This is an optimization exercise on Yosys and OpenROAD, whose aim is a short achievable clock period and few clock cycles, not a production implementation. Function was not checked in any run shown here: the RTL went through the layout flow alone. Power is estimated from default activity; no workload was simulated.

$ cat flow/config.mk
export PLATFORM = sky130hd
export DESIGN_NAME = mp3_core
export DESIGN_NICKNAME = mp3_core
export VERILOG_FILES = /design/flow/design.v
export SDC_FILE = /design/flow/constraint.sdc
export NUM_CORES = 4
export LEC_CHECK = 0
export CAP_MARGIN = 20
export CORE_MARGIN = 2
export CORE_UTILIZATION = 40
export SLEW_MARGIN = 20
$ cat flow/constraint.sdc
create_clock -name core_clock -period 12.0 [get_ports {clk}]
set_input_delay 2.4000 -clock core_clock [delete_from_list [all_inputs] [get_ports {clk}]]
set_output_delay 2.4000 -clock core_clock [all_outputs]
set_load 0.01 [all_outputs]
$ cat flow/design.v
module mp3_core
(
    input  logic        clk,
    input  logic        rst,
    output logic [31:0] imem_addr,
    input  logic        imem_resp,
    input  logic [31:0] imem_rdata,
    output logic        dmem_read,
    output logic        dmem_write,
    output logic [3:0]  dmem_wmask,
    output logic [31:0] dmem_addr,
    output logic [31:0] dmem_wdata,
    input  logic        dmem_resp,
    input  logic [31:0] dmem_rdata
);
logic [29:0] pc_f;
logic [31:0] f_oh;           
logic        rst_q;          
localparam int IB = 5;            
localparam int NB = 1 << IB;
logic [NB-1:0] bt_v;
logic [10-IB:0] bt_tag [NB];
logic [29:0]   bt_tgt [NB];
logic [1:0]    bt_ctr [NB];
logic        d_valid, d_miss;
logic [31:0] d_ir;
logic [29:0] d_pc, d_pnpc;
logic        d_hit;
logic [1:0]  d_ctr;
logic        e_valid;
logic [29:0] e_pc1, e_target, e_pnpc;
logic [10:0] e_pcl;
logic [31:0] e_a, e_b, e_sd, e_pass;
logic        e_mt, e_mnt;
logic        e_fas, e_fao, e_fal, e_far;    
logic        e_fbs, e_fbo, e_fbl, e_fbr;
logic        e_fss, e_fso, e_fsl, e_fsr;
logic        e_ussum;                       
logic        e_sub;
logic        e_r_sll, e_r_srl, e_r_sra, e_r_xor, e_r_or, e_r_and, e_r_slt, e_r_sltu, e_r_pass;
logic        e_c_eq, e_c_ne, e_c_lt, e_c_ge, e_c_ltu, e_c_geu;
logic        e_br, e_jal, e_jalr, e_smis, e_beqne;
logic        e_we, e_ld, e_rdq, e_st;
logic [4:0]  e_rd;
logic        e_lw, e_lh, e_lhs, e_lbs;
logic [3:0]  e_mask;
logic        e_hit;
logic [1:0]  e_ctr;
logic        m_valid;
logic [29:0] m_tt, m_pc1, m_pnpc, rp_pc;
logic [10:0] m_pcl;
logic [31:0] m_sum, m_oth, m_addr, m_sd;  
logic        m_ussum, m_eq, m_lts, m_ltu;
logic        m_br, m_smis, m_mt, m_mnt, m_jrok, m_redone;
logic        m_c_eq, m_c_ne, m_c_lt, m_c_ge, m_c_ltu, m_c_geu;
logic        m_we, m_ld, m_rdq, m_wrq;
logic [4:0]  m_rd;
logic        m_lw, m_lh, m_lhs, m_lbs;
logic [3:0]  m_mask;
logic        m_ctrl, m_jal, m_jalr;
logic        m_hit;
logic [1:0]  m_ctr;
logic        replay_q;
logic        w_we, w_isld;
logic [4:0]  w_rd;
logic [31:0] w_alu, w_ld;
logic [31:0] rf [32];
assign imem_addr = {pc_f, 2'b00};
logic          f_v;
logic [10-IB:0] f_tag;
logic [29:0]   f_tgt;
logic [1:0]    f_ctr;
always_comb begin
    f_v = 1'b0; f_tag = '0; f_tgt = '0; f_ctr = '0;
    for (int i = 0; i < NB; i++) begin
        f_v   = f_v   | (f_oh[i] & bt_v[i]);
        f_tag = f_tag | ({(11-IB){f_oh[i]}} & bt_tag[i]);
        f_tgt = f_tgt | ({30{f_oh[i]}} & bt_tgt[i]);
        f_ctr = f_ctr | ({2{f_oh[i]}} & bt_ctr[i]);
    end
end
wire        f_hit = f_v && (f_tag == pc_f[10:IB]) && !rst_q;
wire [29:0] f_pc1 = pc_f + 30'd1;
wire [29:0] f_npc = (f_hit && f_ctr[1]) ? f_tgt : f_pc1;
wire [6:0] d_op  = d_ir[6:0];
wire [4:0] d_rd  = d_ir[11:7];
wire [2:0] d_f3  = d_ir[14:12];
wire [4:0] d_rs1 = d_ir[19:15];
wire [4:0] d_rs2 = d_ir[24:20];
wire       d_b30 = d_ir[30];
wire d_is_lui   = (d_op == 7'b0110111);
wire d_is_auipc = (d_op == 7'b0010111);
wire d_is_jal   = (d_op == 7'b1101111);
wire d_is_jalr  = (d_op == 7'b1100111);
wire d_is_br    = (d_op == 7'b1100011);
wire d_is_ld    = (d_op == 7'b0000011);
wire d_is_st    = (d_op == 7'b0100011);
wire d_is_opi   = (d_op == 7'b0010011);
wire d_is_op    = (d_op == 7'b0110011);
wire d_ld_ok = d_is_ld && (d_f3 == 3'd0 || d_f3 == 3'd1 || d_f3 == 3'd2 || d_f3 == 3'd4 || d_f3 == 3'd5);
wire d_st_ok = d_is_st && (d_f3 == 3'd0 || d_f3 == 3'd1 || d_f3 == 3'd2);
wire d_use1 = d_is_jalr || d_is_br || d_is_ld || d_is_st || d_is_opi || d_is_op;
wire d_use2 = d_is_br || d_is_st || d_is_op;
wire d_wr   = d_is_lui || d_is_auipc || d_is_jal || d_is_jalr || d_ld_ok || d_is_opi || d_is_op;
wire d_we   = d_wr && (d_rd != 5'd0);
wire [31:0] d_i_imm = {{20{d_ir[31]}}, d_ir[31:20]};
wire [31:0] d_s_imm = {{20{d_ir[31]}}, d_ir[31:25], d_ir[11:7]};
wire [31:0] d_b_imm = {{19{d_ir[31]}}, d_ir[31], d_ir[7], d_ir[30:25], d_ir[11:8], 1'b0};
wire [31:0] d_u_imm = {d_ir[31:12], 12'h000};
wire [31:0] d_j_imm = {{11{d_ir[31]}}, d_ir[31], d_ir[19:12], d_ir[20], d_ir[30:21], 1'b0};
wire [31:0] d_pcx   = {d_pc, 2'b00};
wire [31:0] d_tsu   = d_pcx + d_u_imm;
wire [11:0] tb_lo = {1'b0, d_pc[10:0]} + {1'b0, d_b_imm[12:2]};
wire [18:0] tb_p1 = d_pc[29:11] + 19'd1;
wire [18:0] tb_m1 = d_pc[29:11] - 19'd1;
wire [18:0] tb_hi = (tb_lo[11] == d_ir[31]) ? d_pc[29:11] : (tb_lo[11] ? tb_p1 : tb_m1);
wire [19:0] tj_lo = {1'b0, d_pc[18:0]} + {1'b0, d_j_imm[20:2]};
wire [10:0] tj_p1 = d_pc[29:19] + 11'd1;
wire [10:0] tj_m1 = d_pc[29:19] - 11'd1;
wire [10:0] tj_hi = (tj_lo[19] == d_ir[31]) ? d_pc[29:19] : (tj_lo[19] ? tj_p1 : tj_m1);
wire [29:0] d_tsb = {tb_hi, tb_lo[10:0]};
wire [29:0] d_tsj = {tj_hi, tj_lo[18:0]};
wire [29:0] d_tgt = ({30{d_op[3]}} & d_tsj) | ({30{!d_op[3]}} & d_tsb);    
wire [29:0] d_pc1   = d_pc + 30'd1;
wire [29:0] mj_c = d_pc ^ d_j_imm[31:2] ^ d_pnpc;
wire [29:0] mj_o = (d_pc & d_j_imm[31:2]) | (mj_c & (d_pc | d_j_imm[31:2]));
wire [29:0] mb_c = d_pc ^ d_b_imm[31:2] ^ d_pnpc;
wire [29:0] mb_o = (d_pc & d_b_imm[31:2]) | (mb_c & (d_pc | d_b_imm[31:2]));
wire        d_mtj = !mj_c[0] && (mj_o[28:0] == mj_c[29:1]);
wire        d_mtb = !mb_c[0] && (mb_o[28:0] == mb_c[29:1]);
wire        d_mt  = d_op[3] ? d_mtj : d_mtb;
wire [29:0] mn_c = d_pc ^ d_pnpc ^ 30'd1;
wire [29:0] mn_o = (d_pc & 30'd1) | (mn_c & (d_pc | 30'd1));
wire        d_mnt = !mn_c[0] && (mn_o[28:0] == mn_c[29:1]);
wire d_a_e = e_we && (e_rd == d_rs1);
wire d_b_e = e_we && (e_rd == d_rs2);
wire d_a_m = m_we && (m_rd == d_rs1);
wire d_b_m = m_we && (m_rd == d_rs2);
wire [31:0] w_wdata = w_isld ? w_ld : w_alu;
wire [31:0] m_val   = m_ussum ? m_sum : m_oth;
wire [31:0] d_rf1 = (d_rs1 == 5'd0) ? 32'd0 :
                    ((d_a_m && !m_ld) ? m_val : ((w_we && w_rd == d_rs1) ? w_wdata : rf[d_rs1]));
wire [31:0] d_rf2 = (d_rs2 == 5'd0) ? 32'd0 :
                    ((d_b_m && !m_ld) ? m_val : ((w_we && w_rd == d_rs2) ? w_wdata : rf[d_rs2]));
wire d_use_imm = d_is_opi || d_is_ld || d_is_st || d_is_jalr;
wire [31:0] d_b_imm_val = d_is_st ? d_s_imm : d_i_imm;
wire d_haz = e_ld && ((d_use1 && d_a_e) || (d_use2 && d_b_e));
wire d_alu_op  = d_is_op || d_is_opi;
wire d_f_add   = d_alu_op && d_f3 == 3'd0;
wire d_f_sub   = d_is_op && d_f3 == 3'd0 && d_b30;
wire d_f_slt   = d_alu_op && d_f3 == 3'd2;
wire d_f_sltu  = d_alu_op && d_f3 == 3'd3;
wire d_r_pass  = d_is_lui || d_is_auipc || d_is_jal || d_is_jalr;
wire d_ussum   = d_f_add;
wire [31:0] opA = ({32{e_fas}} & m_sum) | ({32{e_fao}} & m_oth) | ({32{e_fal}} & w_ld) |
                  ({32{e_far}} & e_a);
wire [31:0] opB = ({32{e_fbs}} & m_sum) | ({32{e_fbo}} & m_oth) | ({32{e_fbl}} & w_ld) |
                  ({32{e_fbr}} & e_b);
wire [31:0] sdv = ({32{e_fss}} & m_sum) | ({32{e_fso}} & m_oth) | ({32{e_fsl}} & w_ld) |
                  ({32{e_fsr}} & e_sd);
wire [31:0] subm = {32{e_sub}};
wire [31:0] opBx = ({32{e_fbs}} & (m_sum ^ subm)) | ({32{e_fbo}} & (m_oth ^ subm)) |
                   ({32{e_fbl}} & (w_ld ^ subm)) | ({32{e_fbr}} & (e_b ^ subm));
wire [33:0] addw = {opA, 1'b1} + {opBx, e_sub};
wire [31:0] sum  = addw[32:1];
wire        cout = addw[33];
wire        lt_u = !cout;
wire        lt_s = (opA[31] ^ opB[31]) ? opA[31] : sum[31];
wire        eq   = (opA == opB);
wire [29:0] jr_c  = opA[31:2] ^ e_b[31:2] ^ e_pnpc;
wire [29:0] jr_o  = (opA[31:2] & e_b[31:2]) | (jr_c & (opA[31:2] | e_b[31:2]));
wire        jr_ci = (opA[1] & e_b[1]) | ((opA[1] | e_b[1]) & opA[0] & e_b[0]);
wire        e_jrok = (jr_c[0] == jr_ci) && (jr_o[28:0] == jr_c[29:1]);
wire [31:0] sh_l  = opA << opB[4:0];
wire [31:0] sh_r  = opA >> opB[4:0];
wire [31:0] sh_ra = $signed(opA) >>> opB[4:0];
wire [31:0] e_oth = ({32{e_r_sll}}  & sh_l) |
                    ({32{e_r_srl}}  & sh_r) |
                    ({32{e_r_sra}}  & sh_ra) |
                    ({32{e_r_xor}}  & (opA ^ opB)) |
                    ({32{e_r_or}}   & (opA | opB)) |
                    ({32{e_r_and}}  & (opA & opB)) |
                    {31'd0, (e_r_slt & lt_s) | (e_r_sltu & lt_u)} |
                    ({32{e_r_pass}} & e_pass);
wire hold   = (m_rdq | m_wrq) & !dmem_resp;
wire m_act  = m_valid & !replay_q;
wire m_cond = (m_c_eq & m_eq) | (m_c_ne & !m_eq) | (m_c_lt & m_lts) | (m_c_ge & !m_lts) |
              (m_c_ltu & m_ltu) | (m_c_geu & !m_ltu);
wire m_taken = m_jal | m_jalr | (m_br & m_cond);
wire [29:0] m_tgt = m_jalr ? m_sum[31:2] : m_tt;
wire r_mis  = m_act & !m_redone & (m_smis | (m_br & (m_cond ? !m_mt : !m_mnt)) |
                                   (m_jalr & !m_jrok));
wire r_m    = replay_q | r_mis;
wire [29:0] t_m = replay_q ? rp_pc : (m_taken ? m_tgt : m_pc1);
wire e_eqt  = e_c_eq ? eq : !eq;            
wire r_e    = e_beqne & !r_m & (e_eqt ? !e_mt : !e_mnt);
wire [29:0] t_e = e_eqt ? e_target : e_pc1;
wire r_d    = d_miss & !r_m;
wire stall_d = d_valid & d_haz;             
wire d_adv  = d_valid & !d_haz & !r_m;      
wire d_go   = d_adv & !r_e;
wire d_sjmp = d_is_jal | (d_is_br & d_ir[31]);
wire d_pt   = d_hit & d_ctr[1];            
wire r_dj   = d_adv & d_sjmp & !d_pt;       
wire e_go   = e_valid & !r_m;
wire s_m    = r_m;
wire s_d    = !r_m & r_d;
wire s_dj   = !r_m & !r_d & r_dj;
wire s_hold = !r_m & !r_d & !r_dj & stall_d;
wire s_f    = !r_m & !r_d & !r_dj & !stall_d;
wire f_take = s_f & f_hit & f_ctr[1];
wire s_inc  = s_f & !(f_hit & f_ctr[1]);
wire [29:0] pc_rs = ({30{s_m}}    & t_m) |
                    ({30{s_d}}    & d_pc) |
                    ({30{s_dj}}   & d_tgt) |
                    ({30{s_hold}} & pc_f) |
                    ({30{s_inc}}  & f_pc1) |
                    ({30{f_take}} & f_tgt);
wire [31:0] oh_rs = ({32{s_m}}    & (32'd1 << t_m[4:0])) |
                    ({32{s_d}}    & (32'd1 << d_pc[4:0])) |
                    ({32{s_dj}}   & (32'd1 << d_tgt[4:0])) |
                    ({32{s_hold}} & f_oh) |
                    ({32{s_inc}}  & {f_oh[30:0], f_oh[31]}) |
                    ({32{f_take}} & (32'd1 << f_tgt[4:0]));
wire [29:0] pc_nx = r_e ? t_e : pc_rs;
wire [31:0] oh_nx = r_e ? (e_eqt ? (32'd1 << e_target[4:0]) : (32'd1 << e_pc1[4:0])) : oh_rs;
always_ff @(posedge clk) begin
    if (rst)
        pc_f <= 30'h18;
    else
        pc_f <= pc_nx;
    f_oh <= rst_q ? (32'd1 << 25) : oh_nx;
    rst_q <= rst;
end
always_ff @(posedge clk) begin
    if (rst || r_m || r_e || r_d || r_dj) begin
        d_valid <= 1'b0;
        d_miss  <= 1'b0;
    end else if (!stall_d) begin
        d_valid <= imem_resp;
        d_miss  <= !imem_resp;
    end
    if (!stall_d) begin
        d_ir   <= imem_rdata;
        d_pc   <= pc_f;
        d_pnpc <= f_npc;
        d_hit  <= f_hit;
        d_ctr  <= f_ctr;
    end
end
always_ff @(posedge clk) begin
    if (rst) begin
        e_valid <= 1'b0;
        e_we <= 1'b0; e_ld <= 1'b0; e_rdq <= 1'b0; e_st <= 1'b0;
        e_br <= 1'b0; e_jal <= 1'b0; e_jalr <= 1'b0; e_smis <= 1'b0; e_beqne <= 1'b0;
    end else begin
        e_valid <= d_go;
        e_we    <= d_go & d_we;
        e_ld    <= d_go & d_ld_ok & d_we;
        e_rdq   <= d_go & d_ld_ok;
        e_st    <= d_go & d_st_ok;
        e_br    <= d_go & d_is_br;
        e_beqne <= d_go & d_is_br & (d_f3 == 3'd0 || d_f3 == 3'd1);
        e_jal   <= d_go & d_is_jal;
        e_jalr  <= d_go & d_is_jalr;
        e_smis  <= d_go & !d_is_br & !d_is_jalr & (d_is_jal ? (!d_mt & !r_dj) : !d_mnt);
    end
    e_pc1    <= d_pc1;
    e_pcl    <= d_pc[10:0];
    e_target <= d_tgt;
    e_pnpc   <= r_dj ? d_tgt : d_pnpc;
    e_mt     <= d_mt | r_dj;
    e_mnt    <= d_mnt & !r_dj;
    e_a      <= d_rf1;
    e_b      <= d_use_imm ? d_b_imm_val : d_rf2;
    e_sd     <= d_rf2;
    e_pass   <= d_op[6] ? {d_pc1, 2'b00} : (d_op[5] ? d_u_imm : d_tsu);
    e_fas    <= d_use1 & d_a_e & e_ussum;
    e_fao    <= d_use1 & d_a_e & !e_ussum;
    e_fal    <= d_use1 & !d_a_e & d_a_m & m_ld;
    e_far    <= !(d_use1 & (d_a_e | (d_a_m & m_ld)));
    e_fbs    <= !d_use_imm & d_b_e & e_ussum;
    e_fbo    <= !d_use_imm & d_b_e & !e_ussum;
    e_fbl    <= !d_use_imm & !d_b_e & d_b_m & m_ld;
    e_fbr    <= !(!d_use_imm & (d_b_e | (d_b_m & m_ld)));
    e_fss    <= d_b_e & e_ussum;
    e_fso    <= d_b_e & !e_ussum;
    e_fsl    <= !d_b_e & d_b_m & m_ld;
    e_fsr    <= !(d_b_e | (d_b_m & m_ld));
    e_ussum  <= d_ussum;
    e_sub    <= d_f_sub | d_f_slt | d_f_sltu | d_is_br;
    e_r_sll  <= d_alu_op && d_f3 == 3'd1;
    e_r_srl  <= d_alu_op && d_f3 == 3'd5 && !d_b30;
    e_r_sra  <= d_alu_op && d_f3 == 3'd5 && d_b30;
    e_r_xor  <= d_alu_op && d_f3 == 3'd4;
    e_r_or   <= d_alu_op && d_f3 == 3'd6;
    e_r_and  <= d_alu_op && d_f3 == 3'd7;
    e_r_slt  <= d_f_slt;
    e_r_sltu <= d_f_sltu;
    e_r_pass <= d_r_pass;
    e_c_eq   <= d_f3 == 3'd0;
    e_c_ne   <= d_f3 == 3'd1;
    e_c_lt   <= d_f3 == 3'd4;
    e_c_ge   <= d_f3 == 3'd5;
    e_c_ltu  <= d_f3 == 3'd6;
    e_c_geu  <= d_f3 == 3'd7;
    e_rd     <= d_rd;
    e_lw     <= d_f3 == 3'd2;
    e_lh     <= d_f3[0];
    e_lhs    <= d_f3 == 3'd1;
    e_lbs    <= d_f3 == 3'd0;
    e_mask   <= (d_f3 == 3'd0) ? 4'b0001 : ((d_f3 == 3'd1) ? 4'b0011 : 4'b1111);
    e_hit    <= d_hit;
    e_ctr    <= d_ctr;
end
always_ff @(posedge clk) begin
    if (rst) begin
        m_valid <= 1'b0;
        m_we <= 1'b0; m_ld <= 1'b0; m_rdq <= 1'b0; m_wrq <= 1'b0;
        m_ctrl <= 1'b0; m_jal <= 1'b0; m_jalr <= 1'b0; m_br <= 1'b0; m_smis <= 1'b0;
        m_redone <= 1'b0;
    end else begin
        if (!hold) begin
            m_valid <= e_go;
            m_we    <= e_go & e_we;
            m_ld    <= e_go & e_ld;
            m_rdq   <= e_go & e_rdq;
            m_wrq   <= e_go & e_st;
        end
        m_ctrl  <= e_go & (e_br | e_jal | e_jalr);
        m_jal   <= e_go & e_jal;
        m_jalr  <= e_go & e_jalr;
        m_br    <= e_go & e_br;
        m_smis  <= e_go & e_smis;
        m_redone <= e_go & r_e;
    end
    if (!hold) begin
        m_addr  <= sum;
        m_sd    <= sdv;
        m_rd    <= e_rd;
        m_lw    <= e_lw;
        m_lh    <= e_lh;
        m_lhs   <= e_lhs;
        m_lbs   <= e_lbs;
        m_mask  <= e_mask;
    end
    m_sum   <= sum;
    m_oth   <= e_oth;
    m_ussum <= e_ussum;
    m_eq    <= eq;
    m_lts   <= lt_s;
    m_ltu   <= lt_u;
    m_mt    <= e_mt;
    m_jrok  <= e_jrok;
    m_mnt   <= e_mnt;
    m_c_eq  <= e_c_eq;
    m_c_ne  <= e_c_ne;
    m_c_lt  <= e_c_lt;
    m_c_ge  <= e_c_ge;
    m_c_ltu <= e_c_ltu;
    m_c_geu <= e_c_geu;
    m_tt    <= e_target;
    m_pc1   <= e_pc1;
    m_pcl   <= e_pcl;
    m_pnpc  <= e_pnpc;
    m_hit   <= e_hit;
    m_ctr   <= e_ctr;
    if (!replay_q)
        rp_pc <= m_pc1;
    replay_q <= !rst & hold;
end
assign dmem_read  = m_rdq;
assign dmem_write = m_wrq;
assign dmem_wmask = m_mask;
assign dmem_addr  = m_addr;
assign dmem_wdata = m_sd;
wire [31:0] ld_ext;
assign ld_ext[7:0]   = dmem_rdata[7:0];
assign ld_ext[15:8]  = (m_lw | m_lh) ? dmem_rdata[15:8] : {8{m_lbs & dmem_rdata[7]}};
assign ld_ext[31:16] = m_lw ? dmem_rdata[31:16] :
                       {16{(m_lhs & dmem_rdata[15]) | (m_lbs & dmem_rdata[7])}};
always_ff @(posedge clk) begin
    w_we  <= !rst & m_we & !hold;
    w_rd  <= m_rd;
    w_isld <= m_ld;
    w_alu <= m_val;
    w_ld  <= ld_ext;
end
always_ff @(posedge clk) begin
    if (w_we)
        rf[w_rd] <= w_wdata;
end
wire [IB-1:0] u_idx = m_pcl[IB-1:0];
always_ff @(posedge clk) begin
    if (rst_q)
        bt_v <= '0;
    else if (m_act && m_ctrl && m_taken)
        bt_v[u_idx] <= 1'b1;
    else if (m_act && !m_ctrl && m_hit && m_ctr[1])
        bt_v[u_idx] <= 1'b0;
end
always_ff @(posedge clk) begin
    if (m_act && m_ctrl) begin
        if (m_taken) begin
            bt_tag[u_idx] <= m_pcl[10:IB];
            bt_tgt[u_idx] <= m_tgt;
            bt_ctr[u_idx] <= (m_jal | m_jalr) ? 2'b11 :
                             (m_hit ? ((m_ctr == 2'b11) ? 2'b11 : m_ctr + 2'b01) : 2'b10);
        end else if (m_hit) begin
            bt_ctr[u_idx] <= (m_ctr == 2'b00) ? 2'b00 : m_ctr - 2'b01;
        end
    end
end
endmodule
$ cat flow/flow/run.sh
#!/bin/bash
set -euo pipefail
cd "$(dirname "$0")/.."
bash standard.sh SETUP_SLACK_MARGIN=9.0 PRE_DETAIL_ROUTE_TCL="$PWD/flow/pre_drt.tcl" \
  "BUFFER_PORTS_ARGS=-buffer_cell sky130_fd_sc_hd__buf_4" finish > standard_flow.log 2>&1
$ cat flow/flow/pre_drt.tcl
# Run before detailed routing (ORFS PRE_DETAIL_ROUTE_TCL hook): repair max slew and
# max capacitance with global-route parasitics, then legalize and re-route the
# changed nets incrementally.
if { [info exists ::env(DONT_USE_CELLS)] && $::env(DONT_USE_CELLS) ne "" } {
  set_dont_use $::env(DONT_USE_CELLS)
}
set_placement_padding -global \
  -left $::env(CELL_PAD_IN_SITES_DETAIL_PLACEMENT) \
  -right $::env(CELL_PAD_IN_SITES_DETAIL_PLACEMENT)
estimate_parasitics -global_routing
repair_design -slew_margin 30 -cap_margin 30 -verbose
global_route -start_incremental
detailed_placement
global_route -end_incremental
check_placement -verbose
$ cat flow/standard.sh
#!/bin/bash
# synth_recipe.tcl (not shown) runs the flow's synth.tcl, then flattens the netlist and writes it again
# the make line also repeats each setting of config.mk as NAME=value (left out here)
make -C /OpenROAD-flow-scripts/flow DESIGN_CONFIG=/design/flow/config.mk WORK_HOME=/design/flow/orfs CLKGATE_MAP_FILE= SYNTH_SCRIPT=/design/flow/synth_recipe.tcl "${@:-finish}"
==> results.txt, run 1 <==
- For this block, the via count after detailed routing is ~100k.
- The clock net in this run drives a total of between 3000 and 4000 sinks.
- For this configuration, the core starts out at a cell density of 0.4020.
- The number of max-cap violations is 0.
- The half-perimeter wire length of the detailed placement result is 361900 um.
- The ratio of cells with drive above 1 in the final layout is 0.3714.
- The maximum root-to-sink buffer count is 4.
- The clock insertion delay at the later pin of the skew report is approximately 0.98 ns.
- The number of synthesized flops with an enable pin is 2440.
- The worst slew margin relative to its limit is 0.2034.
- In the global route stage, overall resource usage came out at 0.3407.
- The DRC violation total after the first TritonRoute iteration is ~17000.
- The power per unit of standard cell area is 145.9 nW/um^2.
- The first detailed-routing pass ran for 8 iterations.
- The count of buffers added on input and output ports is about 170.
- The data arrival time of the worst path is between 5 and 6 ns.
- In this run the clock root is driven by a sky130_fd_sc_hd__clkbuf_16.
- For the final routed database, the setup TNS stands at 0 ns.
- The region available for standard cell placement spans between 300000 and 400000 um^2.
- The number of H-tree levels is 5.
- Routability-driven placement finished with a final weighted congestion of 1.010.
- The worst setup path category is flop to flop.
- Summing all non-filler instances in the final layout gives an area of 178800 um^2.
- The worst-case clock skew is 0.08404 ns.
- The clock buffer count from CTS is 333.
- By count the netlist is led by 2440 x sky130_fd_sc_hd__edfxtp_1, 640 x sky130_fd_sc_hd__mux4_2, 621 x sky130_fd_sc_hd__dfxtp_1, 590 x sky130_fd_sc_hd__a22oi_1, 501 x sky130_fd_sc_hd__nand2_1.
- For this run, the number of standard cells in the final layout without fillers is 15460.
- Setup repair after global routing could not meet its margin everywhere.
- The number of placed instances, taps included is between 10000 and 15000.
- The area of the mapped netlist is approximately 140000 um^2.
- The routed design could run at a clock period as short as around 4.5 ns.
- The detailed-route wire length is 620300 um.
- The detail route stage leaves a number of antenna-violating nets equal to 0.
- The number of global-route vias before repair was 97010.
- The count of unresolved DRC violations after routing is 0.
- The maximum net fanout on the critical path is 5.
- After detailed routing, the average wire length per cell comes to 40.12 um.
- The hold violation count in the final report is 0.
- The tightest hold path in the finished design has a slack of 0.3007 ns.
- The net count of the finished layout is 10980.
- The first global-routing pass estimated 821200 um of wire.
- For this run, the top clock speed supported by timing is 224.2 MHz.
- The run finished with no timing, DRC or antenna violations.
- The tightest min-delay check is of the flop to flop type.
- The post-route fraction of the period consumed by the critical path is 0.3717.
- Timing analysis after detailed placement gives a worst setup slack of 5.601 ns.
- The top cell type by total area after synthesis is sky130_fd_sc_hd__edfxtp_1.
- By area the synthesized netlist is led by sky130_fd_sc_hd__edfxtp_1 53%, sky130_fd_sc_hd__mux4_2 10%, sky130_fd_sc_hd__dfxtp_1 9.0%.
- After detailed placement, the total cell area comes to 146000 um^2.
- The synthesized netlist cell count is approximately 9400.
- The count of pins over their slew limit was 0.
- Setup violations remaining at the end of the flow were counted as 0.
- The clock slew seen by the registers of the worst setup and hold paths is 0.07 ns.
- TritonCTS built the clock tree.
- The maximum number of pins on one net before global-route repair is 65.
- The slew at the pin closest to its max-slew limit is about 1.2 ns.
- In this run, synthesis produced a sequential element count of 3061.
- After synthesis, the mean cell area works out to 14.64 um^2.
- The async set-or-reset flop fraction in the synthesized netlist is 0.
- Measured along the y axis, the die boundary spans 591.1 um.
- For this run, the share of the core covered by cells in the final layout is 0.5212.
- The average vias per placed instance is 6.692.
- The highest ir drop seen on vdd is 0.1224 mV.
- Yosys instantiated no cell more often than sky130_fd_sc_hd__edfxtp_1.
- STA puts the critical path data required time at 12.84 ns.
- The worst setup path is launched from a flop.
- The share of synthesized area in the top cell type comes to 0.5315.
- For this design the top-level I/O count stands at 170.
- The number of antenna violations at the first check in global routing is 40.
- For this run the aggregate overflow at the end of global routing stands at 0.
- Synthesis instantiated a little over 90 different standard cells from the library.
- The synthesis-to-finish area growth is 29.67%.
- The number of synthesis warnings is 1.
- After layout, the design draws a total of 26.08 mW.
- The leakage component of the power is a little over 60 nW.
- The total number of placement rows is approximately 220.
- The die width is between 500 and 600 um.
- The proportion of synthesized chip area in sequential cells is 0.6216.
- The most common flop cell mapped by yosys is sky130_fd_sc_hd__edfxtp_1.
- The setup slack after layout is about 7.5 ns.
- The sort of element at the end of the critical path is a flop.
- The area of the die is about 350000 um^2.
## cells by family (layout without fill, tap and decap cells)
| family | Yosys count | in the layout | synth area share |
|---|---|---|---|
| AO/OA/AOI/OAI | 2120 | 2120 | 0.1103 |
| buffers and inverters | 882 | 2337 | 0.02481 |
| adder cells (fa/ha/maj) | 300 | 300 | 0.03137 |
| other | 2 | 28 | 0.00005447 |
| AND/OR/NAND/NOR | 1740 | 1745 | 0.06006 |
| multiplexers | 1026 | 1026 | 0.1335 |
| XOR/XNOR | 287 | 287 | 0.01823 |
| flip-flops | 3061 | 3061 | 0.6216 |
## worst paths after layout
check	endpoint	from	slack [ns]	cells after the start
setup / recovery	e_pnpc[29]	d_pc[1]	7.54	18
hold / removal	m_tt[11]	e_target[11]	0.30	0
setup reg to reg	e_pnpc[29]	d_pc[1]	7.54	18
hold reg to reg	m_tt[11]	e_target[11]	0.30	0
## worst max-delay path, cell delays in order, from the launching register on
cell and delay, ns:
sky130_fd_sc_hd__edfxtp_1 0.49, sky130_fd_sc_hd__inv_2 0.18, sky130_fd_sc_hd__ha_4 0.22, sky130_fd_sc_hd__a21o_1 0.19
sky130_fd_sc_hd__a21oi_2 0.20, sky130_fd_sc_hd__o21bai_4 0.09, sky130_fd_sc_hd__a311o_2 0.42, sky130_fd_sc_hd__clkinvlp_4 0.16
sky130_fd_sc_hd__buf_12 0.13, sky130_fd_sc_hd__buf_12 0.10, sky130_fd_sc_hd__ha_2 0.30, sky130_fd_sc_hd__nor2b_1 0.14
sky130_fd_sc_hd__or3_4 0.34, sky130_fd_sc_hd__o31a_1 0.34, sky130_fd_sc_hd__nor3_2 0.18, sky130_fd_sc_hd__nor3_2 0.09
sky130_fd_sc_hd__nor3b_4 0.36, sky130_fd_sc_hd__xnor2_2 0.14, sky130_fd_sc_hd__mux2_4 0.28
## report_power, final
group	internal, mW	switching (mW)	total (mW)	leakage, nW
logic	1.52	2.08	3.60	29.0
clock network	5.93	4.47	10.4	5.28
registers	11.7	0.393	12.1	27.2
## what timing repair did
action	CTS	global route
pin swaps	291	412
hold buffers	0	0
setup endpoints to repair	2412	881
resized for setup	1625	844
setup buffers	583	328
cloned	75	26
## area by class of cell
class                   instances  area, um^2
repair buffers               1463       17460
multi-input cells            5481       57500
inverters                     267        1131
clock inverters               178        1851
well taps                    4557        5702
repair inverters                2       23.77
clock buffers                 427        9017
diodes                         25       62.56
fillers                     27850      164200
flip-flops and latches       3061       86030
## cells in the final DEF, fill, tap and decap left out, drive strengths merged, types with 103 or more instances in the layout
cell       n
clkbuf   454
a211oi   193
o22ai    103
clkinv   126
o21ai    214
inv      268
nor2     479
mux2i    285
buf     1409
xor2     116
nand3    136
dfxtp    621
nand4    152
a22oi    593
mux4     640
ha       224
a21oi    280
nand2    501
edfxtp  2440
nor3     122
a221oi   181
xnor2    171
a22o     138
## layer usage
metal / wire, um / up-vias / GRT usage
met5: 58 / - / 0
met1: 229200 / 53240 / 0.4665
met2: 265300 / 8457 / 0.4953
li1: - / 40100 / -
met3: 83270 / 1665 / 0.08610
met4: 42500 / 8 / 0.1899
## state kept, by name, summed over array words and instances, names as in the netlist, 64 cells and up, named ones only
name and cells:
bt_ctr 64, bt_tgt 960, rf 1024, bt_tag 192
==> run 2: changes to the inputs <==
--- a/flow/design.v
+++ b/flow/design.v
@@ -40,5 +40,5 @@
 logic        e_r_sll, e_r_srl, e_r_sra, e_r_xor, e_r_or, e_r_and, e_r_slt, e_r_sltu, e_r_pass;
 logic        e_c_eq, e_c_ne, e_c_lt, e_c_ge, e_c_ltu, e_c_geu;
-logic        e_br, e_jal, e_jalr, e_smis, e_beqne;
+logic        e_br, e_jal, e_jalr, e_rt, e_rp, e_beqne;
 logic        e_we, e_ld, e_rdq, e_st;
 logic [4:0]  e_rd;
@@ -52,5 +52,5 @@
 logic [31:0] m_sum, m_oth, m_addr, m_sd;  
 logic        m_ussum, m_eq, m_lts, m_ltu;
-logic        m_br, m_smis, m_mt, m_mnt, m_jrok, m_redone;
+logic        m_br, m_mt, m_mnt, m_jrok, m_redone;
 logic        m_c_eq, m_c_ne, m_c_lt, m_c_ge, m_c_ltu, m_c_geu;
 logic        m_we, m_ld, m_rdq, m_wrq;
@@ -189,11 +189,11 @@
 wire m_taken = m_jal | m_jalr | (m_br & m_cond);
 wire [29:0] m_tgt = m_jalr ? m_sum[31:2] : m_tt;
-wire r_mis  = m_act & !m_redone & (m_smis | (m_br & (m_cond ? !m_mt : !m_mnt)) |
-                                   (m_jalr & !m_jrok));
+wire r_mis  = m_act & !m_redone & ((m_br & (m_cond ? !m_mt : !m_mnt)) | (m_jalr & !m_jrok));
 wire r_m    = replay_q | r_mis;
 wire [29:0] t_m = replay_q ? rp_pc : (m_taken ? m_tgt : m_pc1);
 wire e_eqt  = e_c_eq ? eq : !eq;            
-wire r_e    = e_beqne & !r_m & (e_eqt ? !e_mt : !e_mnt);
-wire [29:0] t_e = e_eqt ? e_target : e_pc1;
+wire e_tt   = e_rt | (e_beqne & e_eqt);     
+wire r_e    = !r_m & (e_rt | e_rp | (e_beqne & (e_eqt ? !e_mt : !e_mnt)));
+wire [29:0] t_e = e_tt ? e_target : e_pc1;
 wire r_d    = d_miss & !r_m;
 wire stall_d = d_valid & d_haz;             
@@ -202,16 +202,16 @@
 wire d_sjmp = d_is_jal | (d_is_br & d_ir[31]);
 wire d_pt   = d_hit & d_ctr[1];            
-wire r_dj   = d_adv & d_sjmp & !d_pt;       
+wire d_beqne = d_is_br & (d_f3 == 3'd0 || d_f3 == 3'd1);
+wire d_rt   = (d_is_jal | (d_is_br & d_ir[31] & !d_beqne)) & !d_mt;
+wire d_rp   = !d_is_br & !d_is_jal & !d_is_jalr & !d_mnt;   
 wire e_go   = e_valid & !r_m;
 wire s_m    = r_m;
 wire s_d    = !r_m & r_d;
-wire s_dj   = !r_m & !r_d & r_dj;
-wire s_hold = !r_m & !r_d & !r_dj & stall_d;
-wire s_f    = !r_m & !r_d & !r_dj & !stall_d;
+wire s_hold = !r_m & !r_d & stall_d;
+wire s_f    = !r_m & !r_d & !stall_d;
 wire f_take = s_f & f_hit & f_ctr[1];
 wire s_inc  = s_f & !(f_hit & f_ctr[1]);
 wire [29:0] pc_rs = ({30{s_m}}    & t_m) |
                     ({30{s_d}}    & d_pc) |
-                    ({30{s_dj}}   & d_tgt) |
                     ({30{s_hold}} & pc_f) |
                     ({30{s_inc}}  & f_pc1) |
@@ -219,10 +219,9 @@
 wire [31:0] oh_rs = ({32{s_m}}    & (32'd1 << t_m[4:0])) |
                     ({32{s_d}}    & (32'd1 << d_pc[4:0])) |
-                    ({32{s_dj}}   & (32'd1 << d_tgt[4:0])) |
                     ({32{s_hold}} & f_oh) |
                     ({32{s_inc}}  & {f_oh[30:0], f_oh[31]}) |
                     ({32{f_take}} & (32'd1 << f_tgt[4:0]));
 wire [29:0] pc_nx = r_e ? t_e : pc_rs;
-wire [31:0] oh_nx = r_e ? (e_eqt ? (32'd1 << e_target[4:0]) : (32'd1 << e_pc1[4:0])) : oh_rs;
+wire [31:0] oh_nx = r_e ? (e_tt ? (32'd1 << e_target[4:0]) : (32'd1 << e_pc1[4:0])) : oh_rs;
 always_ff @(posedge clk) begin
     if (rst)
@@ -234,5 +233,5 @@
 end
 always_ff @(posedge clk) begin
-    if (rst || r_m || r_e || r_d || r_dj) begin
+    if (rst || r_m || r_e || r_d) begin
         d_valid <= 1'b0;
         d_miss  <= 1'b0;
@@ -253,5 +252,5 @@
         e_valid <= 1'b0;
         e_we <= 1'b0; e_ld <= 1'b0; e_rdq <= 1'b0; e_st <= 1'b0;
-        e_br <= 1'b0; e_jal <= 1'b0; e_jalr <= 1'b0; e_smis <= 1'b0; e_beqne <= 1'b0;
+        e_br <= 1'b0; e_jal <= 1'b0; e_jalr <= 1'b0; e_rt <= 1'b0; e_rp <= 1'b0; e_beqne <= 1'b0;
     end else begin
         e_valid <= d_go;
@@ -261,15 +260,16 @@
         e_st    <= d_go & d_st_ok;
         e_br    <= d_go & d_is_br;
-        e_beqne <= d_go & d_is_br & (d_f3 == 3'd0 || d_f3 == 3'd1);
+        e_beqne <= d_go & d_beqne;
         e_jal   <= d_go & d_is_jal;
         e_jalr  <= d_go & d_is_jalr;
-        e_smis  <= d_go & !d_is_br & !d_is_jalr & (d_is_jal ? (!d_mt & !r_dj) : !d_mnt);
+        e_rt    <= d_go & d_rt;
+        e_rp    <= d_go & d_rp;
     end
     e_pc1    <= d_pc1;
     e_pcl    <= d_pc[10:0];
     e_target <= d_tgt;
-    e_pnpc   <= r_dj ? d_tgt : d_pnpc;
-    e_mt     <= d_mt | r_dj;
-    e_mnt    <= d_mnt & !r_dj;
+    e_pnpc   <= d_pnpc;
+    e_mt     <= d_mt;
+    e_mnt    <= d_mnt;
     e_a      <= d_rf1;
     e_b      <= d_use_imm ? d_b_imm_val : d_rf2;
@@ -318,5 +318,5 @@
         m_valid <= 1'b0;
         m_we <= 1'b0; m_ld <= 1'b0; m_rdq <= 1'b0; m_wrq <= 1'b0;
-        m_ctrl <= 1'b0; m_jal <= 1'b0; m_jalr <= 1'b0; m_br <= 1'b0; m_smis <= 1'b0;
+        m_ctrl <= 1'b0; m_jal <= 1'b0; m_jalr <= 1'b0; m_br <= 1'b0;
         m_redone <= 1'b0;
     end else begin
@@ -332,6 +332,5 @@
         m_jalr  <= e_go & e_jalr;
         m_br    <= e_go & e_br;
-        m_smis  <= e_go & e_smis;
-        m_redone <= e_go & r_e;
+        m_redone <= e_go & e_beqne;        
     end
     if (!hold) begin
@@ -351,7 +350,7 @@
     m_lts   <= lt_s;
     m_ltu   <= lt_u;
-    m_mt    <= e_mt;
+    m_mt    <= e_mt | e_rt;                
     m_jrok  <= e_jrok;
-    m_mnt   <= e_mnt;
+    m_mnt   <= e_mnt & !e_rt;
     m_c_eq  <= e_c_eq;
     m_c_ne  <= e_c_ne;
--- a/flow/config.mk
+++ b/flow/config.mk
@@ -8,4 +8,7 @@
 export CAP_MARGIN = 20
 export CORE_MARGIN = 2
-export CORE_UTILIZATION = 40
+export CORE_UTILIZATION = 60
+export CTS_CLUSTER_DIAMETER = 100
+export CTS_CLUSTER_SIZE = 20
+export PLACE_DENSITY = 0.75
 export SLEW_MARGIN = 20
==> run 2 against run 1 <==
Effect of this change: first-iteration DRC count grew 24%; worst setup slack improved by 0.20 ns; synthesized cell count is 2.5% lower; clock skew rose by 0.0090 ns; sequential cell count did not move; core utilization increased by 22 points; clock-buffer cell count down 176; register-to-register slack improved by 0.20 ns; global-route usage up 14 points; critical path depth up 3; combinational power up 18%; fmax rose by 4.8%; critical path type unchanged; critical endpoint is now e_target[23]; largest cell class unchanged.
==> results.txt, run 2 <==
- The effective utilization at floorplan is 0.6021.
- The area fraction of the dominant cell type after synthesis is 0.5365.
- The hold violation count in the final report came to 0.
- In the final layout, the registers with the most flip-flops are rf x1024, bt_tgt x960, bt_tag x192.
- In this run the most critical hold path is launched from e_c_lt.
- The leakage component of the power is between 50 and 60 nW.
- The most frequent standard cell in the layout excluding fill and tap cells is sky130_fd_sc_hd__edfxtp_1.
- The worst-case clock skew is 0.09309 ns.
- In this run the cell area of the synthesized design comes to 136600 um^2.
- The total number of placement rows is 175.
- The synthesized netlist cell count is 9179.
- The global-route wire length before repair is 771600 um.
- The routed design has 592000 um of wire.
- Setup repair after global routing could not meet its margin everywhere.
- On the worst path, the slowest cell contributes a delay of 0.59 ns.
- Ranked by total cell area, the synthesized netlist is headed by sky130_fd_sc_hd__edfxtp_1 54%, sky130_fd_sc_hd__mux4_2 11%, sky130_fd_sc_hd__dfxtp_1 9.1%.
- The simple-gate share of the synthesized area is 0.05691.
- The flow ran to the end and the layout has no timing, DRC or antenna violations.
- In this run the tool buffered the top-level ports with approximately 170 buffer cells.
- The worst setup path category is flop to flop.
- Measured in cells, the most critical reg-to-reg path has a length of 21.
- The root buffer cell chosen for the clock tree is sky130_fd_sc_hd__clkbuf_16.
- The ratio of cells with drive above 1 in the final layout is 0.3485.
- In this run the worst hold path is classified as flop to flop.
- Entering global routing, the biggest net connects 66 pins.
- In the synthesized netlist the dominant register cell turns out to be sky130_fd_sc_hd__edfxtp_1.
- The cell family with the largest share of critical-path delay is compound AO/OA/AOI/OAI gates.
- The flip-flop count of the largest register after layout is 1024.
- The height of the chip is between 400 and 500 um.
- The routed length per placed instance is 44.90 um.
- The later pin in the worst-skew pair is clocked with a latency of 0.94 ns.
- The total power is 23.10 mW.
- The routability congestion estimate from global placement is between 1 and 1.5.
- In the global route stage, overall resource usage came out at 0.4843.
- The met1 wire length is between 150000 and 200000 um.
- The maximum net fanout on the critical path is 8.
- Along the worst hold path, the cell count comes to 0.
- In this run, synthesis produced a sequential element count of 3061.
- Of the total synthesized cell area, the portion taken by XOR and XNOR cells is 0.01808.
- In this run the top signal layer used is met5.
- The number of global-route vias before repair came to 96990.
- The number of nets still failing antenna checks after routing is 0.
- Of the total power, combinational logic draws 0.184.
- In the layout the commonest cells are 2440 x sky130_fd_sc_hd__edfxtp_1, 662 x sky130_fd_sc_hd__buf_4, 641 x sky130_fd_sc_hd__mux4_2, 552 x sky130_fd_sc_hd__a22oi_1, 507 x sky130_fd_sc_hd__dfxtp_1.
- The count of endpoints failing setup in the final report is 0.
- The hold path endpoint is m_c_lt.
- The HPWL after detailed placement is 313900 um.
- The count of hold-fix buffers inserted at cts is 0.
- STA puts the critical path data required time at around 13 ns.
- In this run the critical register-to-register path is launched from d_pc[4].
- The critical path launch point type is a flop.
- The summed area of non-filler cells in the final layout is 168400 um^2.
- The reg-to-reg critical path endpoint is e_target[23].
- The area of the die is between 200000 and 250000 um^2.
- The switching fraction of total power is 0.2890.
- Dividing the detail-routed via count by the number of cells gives 7.930.
- The most common cell in the netlist is sky130_fd_sc_hd__edfxtp_1.
- For the pin with the worst max-slew slack, the measured transition is 1.096 ns.
- The post-synthesis average cell area is 14.88 um^2.
- The part of the power in registers is 0.538.
- The die width is 481.1 um.
- Clock tree synthesis found a total of 3061 sinks.
- The netlist uses 93 different library cells.
- Of the total power, the clock network draws 0.279.
- The worst slew margin relative to its limit is 0.2488.
- The slowest stage of the critical path is the sky130_fd_sc_hd__edfxtp_1 cell.
- Detailed routing placed a total of ~110000 um of wire on met3.
- The power dissipated by switching net loads is 6.675 mW.
- The portion of synthesized area spent on multiplexers is 0.1346.
- The TritonCTS clock tree is yes.
- In this run the standard cell core region covers around 230000 um^2.
- The maximum root-to-sink buffer count is 3.
- The clock buffer count from CTS is 174.
- The setup check on the worst reg-to-reg path leaves a slack of a little under 8 ns.
- Of the total synthesized cell area, the portion taken by full adders, half adders and majority gates is 0.03166.
- The sort of element at the end of the critical path is a flop.
- The total placed instance area is 142500 um^2.
- More flip-flops sit in one register than any other, and that register is rf.
- For the finished layout, the period the worst path requires is 4.255 ns.
- The sum of overflow across all layers after global routing is 0.
- The number of antenna violations at the first check in global routing is 35.
- The setup slack after layout is 7.745 ns.
- The number of synthesis warnings is 1.
- The number of nets in the finished design is 10430.
- Of the available clock period, the critical path in the final layout requires 0.3546.
- Internal power comes to 16.42 mW.
- VDD sags by at most 0.1703 mV.
- The number of buffers and inverters on the critical path is 5.
- The synthesis-to-finish area growth is 23.33%.
- By count the netlist is led by 2440 x sky130_fd_sc_hd__edfxtp_1, 641 x sky130_fd_sc_hd__mux4_2, 621 x sky130_fd_sc_hd__dfxtp_1, 579 x sky130_fd_sc_hd__a22oi_1, 431 x sky130_fd_sc_hd__nand2_1.
- The count of cell instances traversed by the critical path is 21.
- Wire segments on met2 add up to 242800 um in the final route.
- The critical path goes through inv_2 -> ha_4 -> a21oi_2 -> o211ai_1 -> buf_4 -> o21bai_4 -> a21oi_4 -> o21ai_4 -> buf_12 -> inv_16 -> buf_6 -> ha_4 -> o21a_1 -> o31a_1 -> o2111a_1 -> or3_1 -> a21o_1 -> a21o_1 -> a21oi_2 -> xor2_1 -> a221oi_2.
- The iteration count of the initial detailed-routing pass is 7.
- The clock slew seen by the registers of the worst setup and hold paths is 0.09 ns.
- The number of synthesized flops with an enable pin is between 2000 and 2500.
- The number of max-cap violations is 0.
- The top cell type by total area after synthesis is sky130_fd_sc_hd__edfxtp_1.
- The DRC violation total after the first TritonRoute iteration is 21400.
- The final-layout setup total negative slack is 0 ns.
- The async set-or-reset flop fraction in the synthesized netlist is 0.
- Static timing analysis puts the maximum clock frequency at 235.0 MHz.
- The count of pins over their slew limit is 0.
- The compound-cell area share of the yosys netlist is 0.1064.
- Across all layers, the routed design uses ~100k vias.
- The power per unit of standard cell area is 137.2 nW/um^2.
- The number of H-tree levels is 4.
- For this run, design rule violations remaining after detail routing come to 0.
- Data on the critical path arrives at its endpoint at 5.08 ns.
- The pre-CTS setup slack is 5.551 ns.
- By area, the combinational part of the netlist is dominated by multiplexers.
- The top-level port count is 170.
- The proportion of synthesized chip area in sequential cells is 0.6275.
==> run 2: worst reg2reg max path, delay by kind of cell, from the launching register on <==
kind | cells | cell delay (ns)
AOI/OAI and AO/OA | 12 | 2.04
xor gates and xnor gates | 1 | 0.09
adders and majority gates | 2 | 0.53
buffers and inverters | 5 | 0.63
DFF | 1 | 0.59
and+or+nand+nor | 1 | 0.32
==> run 2: cells by family (layout without fill, tap and decap cells) <==
group	count (synthesis)	after routing
xor gates and xnor gates	282	282
DFF	3061	3061
and+or+nand+nor	1612	1618
AOI/OAI and AO/OA	2023	2023
other	2	23
muxes	1022	1022
buffers and inverters	877	1845
adders and majority gates	300	300
==> run 2: metrics by stage <==
step           std cells  utilization  hold WS [ns]
4_1_cts            12860       0.7134        0.3313
5_1_grt            13160       0.7420        0.3349
3_5_place_dp       12000       0.6283        0.3121
2_1_floorplan       9180            -        0.3096
3_3_place_gp       12000       0.6283        0.3122
6_report           13180       0.7425        0.3348
==> run 2: how the worst max path moves through the flow <==
stage / slack (ns) / start / to
global placement: 5.51 / e_fbr / f_oh[2]
floorplan: 7.99 / d_ir[31] / e_target[23]
CTS: 7.91 / d_pc[4] / e_target[29]
finish: 7.74 / d_pc[4] / e_target[23]
detailed placement: 5.55 / e_fbr / f_oh[21]
global route: 7.70 / d_pc[4] / e_target[23]
==> run 2: timing repair <==
item                       in CTS  in global routing
pin swaps                     319                342
cloned                         88                 29
resized for setup            1626                694
setup endpoints to repair    1891                618
setup buffers                 502                268
==> run 2: final cells by class <==
type / count / area [um^2]
Timing Repair Buffer: 1307 / 16340
Tap cell: 3009 / 3765
Antenna cell: 20 / 50.05
Sequential cell: 3061 / 86010
Fill cell: 13200 / 58410
Inverter: 265 / 1149
Clock buffer: 251 / 4686
Clock inverter: 22 / 459.2
Multi-Input combinational cell: 5248 / 55980
==> run 2: power groups by stage <==
stage          sequential, mW  combinational, mW  clock [mW]
2_1_floorplan            12.3               1.74           0
3_3_place_gp             12.6               2.80           0
3_5_place_dp             12.6               2.82           0
4_1_cts                  12.4               3.68        6.30
5_1_grt                  12.4               4.32        6.70
6_report                 12.4               4.24        6.44
==> run 2: layer usage <==
| layer | vias to the layer above | global-route usage |
|---|---|---|
| li1 | 38300 | - |
| met1 | 51270 | 0.6382 |
| met2 | 11850 | 0.6745 |
| met3 | 3101 | 0.1875 |
| met4 | 20 | 0.3079 |
| met5 | - | 0 |

[separate check: timing with driven ports]
The flow's constraints put no driver on any port. The routed layouts listed below were extracted and timed again, unchanged, in two steps.
Step 1, drivers: a clkbuf_16 drives clk and a buf_2 each remaining input, both assumed.
Step 2, shift: input delay + t, output delay - t, t = (earliest + latest rising clock arrival at the registers) / 2. This alone moves slack from input paths to output paths.
Three values: no drivers, after step 1, after step 2; two values: the first two.
| run | t, ns | slack for setup (ns) | clock arrival spread, ns | worst slew at a driven data input, ns |
|---|---|---|---|---|
| run 1 | 1.032 | 7.540 / 7.540 / 7.540 | 0.085 / 0.085 | 0.34 |
| run 2 | 1.005 | 7.745 / 7.745 / 7.745 | 0.095 / 0.096 | 0.13 |
After both steps setup and hold are still met in every run listed.
